From an optimization exercise on the open Yosys and OpenROAD flow, aimed at small area and a short achievable clock period; shortcuts taken in it are not production practice.
Function was checked by simulation only, so behaviour that the tests miss may differ from the original.

==> zinc: inputs <==
==> flow/design.v <==
module rbFIFO(clock,rst,dataIn,push,pop,dataOut,full,empty);
    input         clock;
    input         rst;
    input  [63:0] dataIn;
    input         push;
    input         pop;
    output [63:0] dataOut;
    output        full;
    output        empty;
    reg    [63:0] mem [1:31];
    reg    [63:0] dout;
    reg     [4:0] rt;       
    reg     [4:0] rh;       
    reg           full;
    reg           empty;
    function [4:0] inc;
        input [4:0] s;
        inc = {s[3:0], s[4] ^ s[2]};
    endfunction
    wire [4:0] rt_inc    = inc(rt);
    wire [4:0] rh_inc    = inc(rh);
    wire       ram_empty = (rh == rt) & ~full;    
    wire       afull     = (rt_inc == rh);         
    wire       push_eff  = push & ~full;
    wire       pop_eff   = pop & ~empty & ~push_eff;
    reg  [31:1] wsel;
    reg  [31:1] rsel;
    integer i;
    always @* begin
        for (i = 1; i < 32; i = i + 1) begin
            wsel[i] = (rt == i) & ~full;
            rsel[i] = (rh == i);
        end
    end
    reg [63:0] rdata;
    always @* begin
        rdata = 64'd0;
        for (i = 1; i < 32; i = i + 1)
            rdata = rdata | (mem[i] & {64{rsel[i]}});
    end
    always @(posedge clock) begin
        for (i = 1; i < 32; i = i + 1)
            if (wsel[i]) mem[i] <= dataIn;
    end
    always @(posedge clock) begin
        if (empty)
            dout <= dataIn;
        else if (pop_eff & ~ram_empty)
            dout <= rdata;
    end
    always @(posedge clock) begin
        if (rst) begin
            rt    <= 5'd1;
            rh    <= 5'd1;
            full  <= 1'b0;
            empty <= 1'b1;
        end else if (push_eff) begin
            if (~empty) rt <= rt_inc;
            full  <= afull;
            empty <= 1'b0;
        end else if (pop_eff) begin
            if (ram_empty) empty <= 1'b1;
            else rh <= rh_inc;
            full <= 1'b0;
        end
    end
    assign dataOut = dout;
endmodule
==> flow/run.sh <==
#!/bin/bash
# synth_recipe.tcl (not shown) runs the flow's synth.tcl, then flattens the netlist and writes it again
# the make line also repeats each setting of config.mk as NAME=value (left out here)
make -C /OpenROAD-flow-scripts/flow DESIGN_CONFIG=/design/flow/config.mk WORK_HOME=/design/flow/orfs CLKGATE_MAP_FILE= SYNTH_SCRIPT=/design/flow/synth_recipe.tcl finish
==> flow/config.mk <==
export PLATFORM = sky130hd
export DESIGN_NAME = rbFIFO
export DESIGN_NICKNAME = rbFIFO
export VERILOG_FILES = /design/flow/design.v
export SDC_FILE = /design/flow/constraint.sdc
export NUM_CORES = 4
export LEC_CHECK = 0
export CAP_MARGIN = 20
export CORE_MARGIN = 2
export CORE_UTILIZATION = 40
export SLEW_MARGIN = 20
==> flow/constraint.sdc <==
create_clock -name core_clock -period 5.5 [get_ports {clock}]
set_input_delay 1.1000 -clock core_clock [delete_from_list [all_inputs] [get_ports {clock}]]
set_output_delay 1.1000 -clock core_clock [all_outputs]
set_load 0.01 [all_outputs]
==> willow: changes against zinc <==
==> flow/design.v (replaced) <==
module rbFIFO(clock,rst,dataIn,push,pop,dataOut,full,empty);
    input         clock;
    input         rst;
    input  [63:0] dataIn;
    input         push;
    input         pop;
    output [63:0] dataOut;
    output        full;
    output        empty;
    reg    [63:0] mem [1:31];
    reg    [63:0] dout;
    reg     [4:0] rt;         
    reg     [4:0] rh;         
    reg    [31:1] rsel;       
    reg    [31:1] wsel;       
    reg           full;
    reg           empty;
    reg           ram_empty;  
    reg           afull;      
    function [4:0] inc;
        input [4:0] s;
        inc = {s[3:0], s[4] ^ s[2]};
    endfunction
    wire ram_one = (inc(rh) == rt);          
    wire ram_29  = (inc(inc(rt)) == rh);     
    reg [31:1] hcur, hnxt, tcur, tnxt;       
    integer i;
    always @* begin
        for (i = 1; i < 32; i = i + 1) begin
            hcur[i]      = (rh == i);
            hnxt[inc(i)] = (rh == i);
            tcur[i]      = (rt == i);
            tnxt[inc(i)] = (rt == i);
        end
    end
    wire push_eff = push & ~full;
    wire pop_eff  = pop & ~empty & ~push_eff;
    wire tadv     = push_eff & ~empty;       
    wire hadv     = pop_eff & ~ram_empty;    
    wire full_n      = ~rst & (push_eff ? afull : (~pop_eff & full));
    wire empty_n     = rst | (~push_eff & (pop_eff ? ram_empty : empty));
    wire ram_empty_n = rst | (push_eff ? empty : (pop_eff ? (ram_empty | ram_one) : ram_empty));
    wire afull_n     = ~rst & (push_eff ? ram_29 : (pop_eff ? full : afull));
    always @(posedge clock) begin
        full      <= full_n;
        empty     <= empty_n;
        ram_empty <= ram_empty_n;
        afull     <= afull_n;
        if (rst) begin
            rt <= 5'd1;
            rh <= 5'd1;
        end else begin
            if (tadv) rt <= inc(rt);
            if (hadv) rh <= inc(rh);
        end
        rsel <= (hadv ? hnxt : hcur) & {31{~ram_empty_n}};
        if (rst)
            wsel <= 31'd1;
        else
            wsel <= (tadv ? tnxt : tcur) & {31{~full_n}};
    end
    always @(posedge clock) begin
        for (i = 1; i < 32; i = i + 1)
            if (wsel[i]) mem[i] <= dataIn;
    end
    wire [63:0] wd [0:31];
    wire [31:0] sd;
    genvar g, b;
    generate
        for (g = 1; g < 32; g = g + 1) begin : gw
            assign wd[g-1] = mem[g];
            assign sd[g-1] = rsel[g];
        end
    endgenerate
    assign wd[31] = dataIn;
    assign sd[31] = ram_empty;
    wire [63:0] rdata;
    wire  [3:0] load_q;
    generate
        for (g = 0; g < 4; g = g + 1) begin : gl
            rbfifo_load ul (.push(push), .pop(pop), .full(full), .empty(empty),
                            .ram_empty(ram_empty), .load(load_q[g]));
        end
    endgenerate
    wire [63:0] dout_n;
    generate
        for (b = 0; b < 64; b = b + 1) begin : gb
            wire [11:0] n;
            for (g = 0; g < 10; g = g + 1) begin : gs
                rbfifo_aoi222 u (.a0(wd[3*g][b]), .s0(sd[3*g]),
                                 .a1(wd[3*g+1][b]), .s1(sd[3*g+1]),
                                 .a2(wd[3*g+2][b]), .s2(sd[3*g+2]),
                                 .y(n[g]));
            end
            assign n[10] = ~(wd[30][b] & sd[30]);
            assign n[11] = ~(wd[31][b] & sd[31]);
            assign rdata[b] = ~&n;
            rbfifo_mux2 um (.a(dout[b]), .b(rdata[b]), .s(load_q[b/16]), .y(dout_n[b]));
        end
    endgenerate
    always @(posedge clock)
        dout <= dout_n;
    assign dataOut = dout;
endmodule
module rbfifo_aoi222(a0, s0, a1, s1, a2, s2, y);
    input  a0, s0, a1, s1, a2, s2;
    output y;
    assign y = ~((a0 & s0) | (a1 & s1) | (a2 & s2));
endmodule
module rbfifo_mux2(a, b, s, y);
    input  a, b, s;
    output y;
    assign y = s ? b : a;
endmodule
module rbfifo_load(push, pop, full, empty, ram_empty, load);
    input  push, pop, full, empty, ram_empty;
    output load;
    assign load = empty | (pop & ~empty & ~(push & ~full) & ~ram_empty);
endmodule
--- a/flow/config.mk
+++ b/flow/config.mk
@@ -7,5 +7,10 @@
 export LEC_CHECK = 0
 export CAP_MARGIN = 20
 export CORE_MARGIN = 2
-export CORE_UTILIZATION = 40
+export CORE_UTILIZATION = 65
+export CTS_CLUSTER_DIAMETER = 90
+export CTS_CLUSTER_SIZE = 28
+export SETUP_SLACK_MARGIN = 3.3
 export SLEW_MARGIN = 20
+export SYNTH_HIERARCHICAL = 1
+export SYNTH_MINIMUM_KEEP_SIZE = 0
==> flow_summary.ini <==
[outcome]
status = no timing/DRC/antenna violations

[clocking]
clk_latency_ps = 830

[cells_and_area]
clock_area_share_pct = 6.84
final_cell_count_no_fill = 7252
num-multi-input-gates = 2057
syn2layout_area_growth_pct = 13.8
buffers = 262
seq_share_pct = 70.5

[power]
seq-power_mw = 17.5

[worst_setup_path]
timing.rr.end = dout[30]
path_cells = buf_4, or4b_4, buf_4, o221ai_1, a221o_1, or4_1, o32a_1

[routing]
vias_per_cell = 6.35
drtIter0Drc = 6171
drt_wl_total_um = 237000

[floorplan]
initial_utilization_pct = 40.4

[global_route]
grt_pass1_vias = 44100

[place]
post-dp-hpwl_um = 118000
# the run above: zinc

==> flow_summary.ini <==
[worst_setup_path]
timing.rr.end = dout[15]
path_cells = buf_6
worst-path-buf-inv = 1

[global_route]
grt_pass1_vias = 41200

[cells_and_area]
clock_area_share_pct = 2.99
reg.largest.list = mem x1984, dout x64
seq_share_pct = 76.3
syn2layout_area_growth_pct = 11.2

[place]
post-dp-hpwl_um = 106000

[clocking]
clk_latency_ps = 720

[outcome]
status = no timing/DRC/antenna violations

[floorplan]
initial_utilization_pct = 65.6
# the run above: willow

==> port drivers added, routing unchanged <==
The flow's constraints put no driver on any port. The routed layouts listed below were extracted and timed again, unchanged, in two steps. Step 1 sets driving cells, clkbuf_16 on the clock port and buf_2 on the other inputs (assumed; they add their load-dependent delay and slew). Step 2 adds t to the input delays and takes it off the output delays; t is the mean of the earliest and latest rising clock arrival at the registers after step 1. Input paths then give back, and output paths get back, about the clock's delay inside the block. Three values: ideal, step 1, step 2; two values: the first two.
run	t (ns)	slack for setup (ns)	worst slew at a driven data input, ns	pins driven straight from the clock port
zinc	0.901	1.741 / 1.741 / 1.728	0.16	1
willow	0.782	3.152 / 3.069 / 2.574	0.16	1
After both steps every run listed still meets setup and hold. The setup slack of willow, which loses most, moves by -0.083 ns with the drivers and by -0.578 ns with both steps.
